This design comes from an exercise in tuning for small area, a short achievable clock period and few clock cycles on the open sky130 flow, not from production work. Function was checked by simulation only, so behaviour that the tests miss may differ from the original. Power and IR drop assume default switching activity.

## LCD_CTRL
module LCD_CTRL(clk, reset, IROM_Q, cmd, cmd_valid, IROM_EN, IROM_A, IRB_RW, IRB_D, IRB_A, busy, done);
input clk;
input reset;
input [7:0] IROM_Q;
input [2:0] cmd;
input cmd_valid;
output IROM_EN;
output [5:0] IROM_A;
output IRB_RW;
output [7:0] IRB_D;
output [5:0] IRB_A;
output busy;
output done;
reg        IROM_EN;
reg  [5:0] IROM_A;
reg        IRB_RW;
reg  [7:0] IRB_D;
reg  [5:0] IRB_A;
reg        busy;
reg        done;
localparam [383:0] SPIRAL = 384'hff8fb9df0f7abe8f3b9e07d85d01c03c8181142103db1d72ba9d339a179959138934a30bb6ab2b96275a55251392371b;
genvar gi, gj;
integer i, j;
reg  [511:0] img;         
reg  [6:0]   n;           
reg  [6:0]   ln;          
reg          fx, fy, tr;  
reg  [63:0]  pend;        
reg  [2:0]   Xm, Ym;      
reg  [6:0]   rtm, clm;    
reg  [6:0]   rt, cl;      
reg  [7:0]   wv [0:3];    
reg  [2:0]   c_r;         
reg          v_r;
reg          ok;          
reg          fin;         
reg  [5:0]   land_a;      
reg          land_v;
wire is_data = c_r[2] & (c_r[1] | c_r[0]);               
  ...
For scale: about 3200 cells after synthesis, roughly 710 flip-flops, about 38 I/O pins, about 36000 um^2 of cells after synthesis.
export LEC_CHECK = 0
export CAP_MARGIN = 20
export CORE_MARGIN = 2
export CORE_UTILIZATION = 40
export CTS_BUF_LIST = sky130_fd_sc_hd__clkbuf_16
export CTS_CLUSTER_DIAMETER = 70
export CTS_CLUSTER_SIZE = 25
export PLACE_DENSITY = 0.75
export SLEW_MARGIN = 20
create_clock -name core_clock -period 11.0 [get_ports {clk}]
standard.sh (not shown) runs the stock make flow with config.mk's settings and CLKGATE_MAP_FILE= SYNTH_SCRIPT=/design/flow/synth_recipe.tcl, a recipe that flattens the netlist after the stock synthesis.
==> flow/flow/run.sh <==
#!/bin/bash
# Layout: the standard flow (standard.sh), unchanged, except that its
# timing repair (floorplan, CTS and global-route repair_timing) aims at a
# setup margin of 7.5 ns instead of 0, so it sizes the critical paths for a
# shorter period. The SDC, the clock period and every other step are the
# standard ones. make's full output goes to flow.log here; each ORFS step
# writes its own log under orfs/logs/.
set -euo pipefail
bash standard.sh SETUP_SLACK_MARGIN=7.5 finish > flow.log 2>&1
The baseline completed without violations.
Testbench counts at the start, summed over its fixed seeds: cycles 5,582.
Next try:
Settings changed: PLACE_DENSITY 0.75 to default.
The new run went through all stages and came out clean.
Via count drops by 3.4%.
Wire length drops by 1.2%.
Total power climbs by 0.82%.
Global-route usage drops by 0.26 points.
Setup slack gains 0.18 ns.
Core utilization climbs by 0.54 points.
Count of clock-buffer cells in the layout climbs by 8.
Critical path depth climbs by 3.
Next try:
==> flow/flow/run.sh (replaced) <==
#!/bin/bash
# Layout: the standard flow (standard.sh), unchanged, except that its
# timing repair (floorplan, CTS and global-route repair_timing) aims at a
# setup margin of 7.6 ns instead of 0, so it sizes the critical paths for a
# shorter period. The SDC, the clock period and every other step are the
# standard ones. make's full output goes to flow.log here; each ORFS step
# writes its own log under orfs/logs/.
set -euo pipefail
bash standard.sh SETUP_SLACK_MARGIN=7.6 finish > flow.log 2>&1
Outcome:
- This time the run completed, yet does not pass: capacitance limit, slew limit
- combinational power rises by about 0.6%
- cell area increases by 1.1%
- sequential share of layout area came out lower by 0.50 points
- hold slack is better by 0.0073 ns
- register-to-register slack is better by 0.06 ns
- flip-flop and latch count stays the same
- total power came out higher by about 0.6%
Next try:
==> flow/flow/run.sh (replaced) <==
#!/bin/bash
# Layout: the standard flow (standard.sh), unchanged, except that its
# timing repair (floorplan, CTS and global-route repair_timing) aims at a
# setup margin of 7.5 ns instead of 0, so it sizes the critical paths for a
# shorter period. The SDC, the clock period and every other step are the
# standard ones. make's full output goes to flow.log here; each ORFS step
# writes its own log under orfs/logs/.
set -euo pipefail
bash standard.sh SETUP_SLACK_MARGIN=7.5 finish > flow.log 2>&1
Settings changed: CTS_CLUSTER_DIAMETER 70 to 50, CTS_CLUSTER_SIZE 25 to 16.
This time the run ran to the end with no violations.
Cell count came out higher by 0.62%.
Global-route usage came out lower by 1.5 points.
Register-to-register slack loses 0.04 ns.
Setup slack loses 0.044 ns.

Starting RTL as in the previous note.
==> flow/design.v (excerpt) <==
module LCD_CTRL(clk, reset, IROM_Q, cmd, cmd_valid, IROM_EN, IROM_A, IRB_RW, IRB_D, IRB_A, busy, done);
Settings: LEC_CHECK=0, CAP_MARGIN=20, CORE_MARGIN=2, CORE_UTILIZATION=40, SLEW_MARGIN=20; clock period 11.0 ns.
==> flow/flow/run.sh <==
#!/bin/bash
# Layout: the standard flow (standard.sh), unchanged, except that its
# timing repair (floorplan, CTS and global-route repair_timing) aims at a
# setup margin of 7.5 ns instead of 0, so it sizes the critical paths for a
# shorter period. The SDC, the clock period and every other step are the
# standard ones. make's full output goes to flow.log here; each ORFS step
# writes its own log under orfs/logs/.
set -euo pipefail
bash standard.sh SETUP_SLACK_MARGIN=7.5 finish > flow.log 2>&1
Testbench counts at the start, summed over its fixed seeds: cycles 5,582.
Edit:
Settings changed: CTS_BUF_LIST set to sky130_fd_sc_hd__clkbuf_16, CTS_CLUSTER_DIAMETER set to 60, CTS_CLUSTER_SIZE set to 22.
Effect:
- routed wire length came out lower slightly
- worst setup slack gains 45 ps
- maximum frequency rises slightly
- cell area fell slightly
- die area is unchanged
- non-clock buffer count rose by 3
- clock power fell by about a fifth
- core utilization fell by 0.87 points
Edit:
==> flow/flow/run.sh (replaced) <==
#!/bin/bash
# Layout: the standard flow (standard.sh), unchanged, except that its
# timing repair (floorplan, CTS and global-route repair_timing) aims at a
# setup margin of 7.4 ns instead of 0, so it sizes the critical paths for a
# shorter period. The SDC, the clock period and every other step are the
# standard ones. make's full output goes to flow.log here; each ORFS step
# writes its own log under orfs/logs/.
set -euo pipefail
bash standard.sh SETUP_SLACK_MARGIN=7.4 finish > flow.log 2>&1
Settings changed: CTS_CLUSTER_DIAMETER 60 to 70, CTS_CLUSTER_SIZE 22 to 25.
=>
- register-to-register slack gets worse by 100 ps
- via count decreases by about 0.8%
- power decreases by 2.9%

afterwards: timing with drivers on the ports:
Ports are ideal in the flow. The routed layouts listed here were re-timed in OpenROAD.
Step 1 sets driving cells, clkbuf_16 on the clock port and buf_2 on the other inputs (assumed; they add their load-dependent delay and slew).
Step 2 also shifts input and output timing later by t, the mid clock arrival at the registers, as if the neighbouring blocks saw the same clock.
a / b / c = ideal / step 1 / step 2; a / b = the first two.
run	t (ns)	slack for setup (ns)	pins driven straight from the clock port
the first run of note 1	0.736	7.154 / 7.154 / 6.699	1
the second run of note 1	0.719	7.337 / 7.337 / 6.892	1
the third run of note 1	0.724	7.393 / 7.393 / 6.964	1
the fourth run of note 1	0.722	7.348 / 7.348 / 6.846	1
the first run of note 2	0.714	7.344 / 7.344 / 6.940	1
the second run of note 2	0.741	7.388 / 7.379 / 6.890	1
the third run of note 2	0.720	7.284 / 7.284 / 6.914	1
For the fourth run of note 1, which loses most, drivers alone change the setup slack by 0.000 ns; drivers and shift together by -0.502 ns.
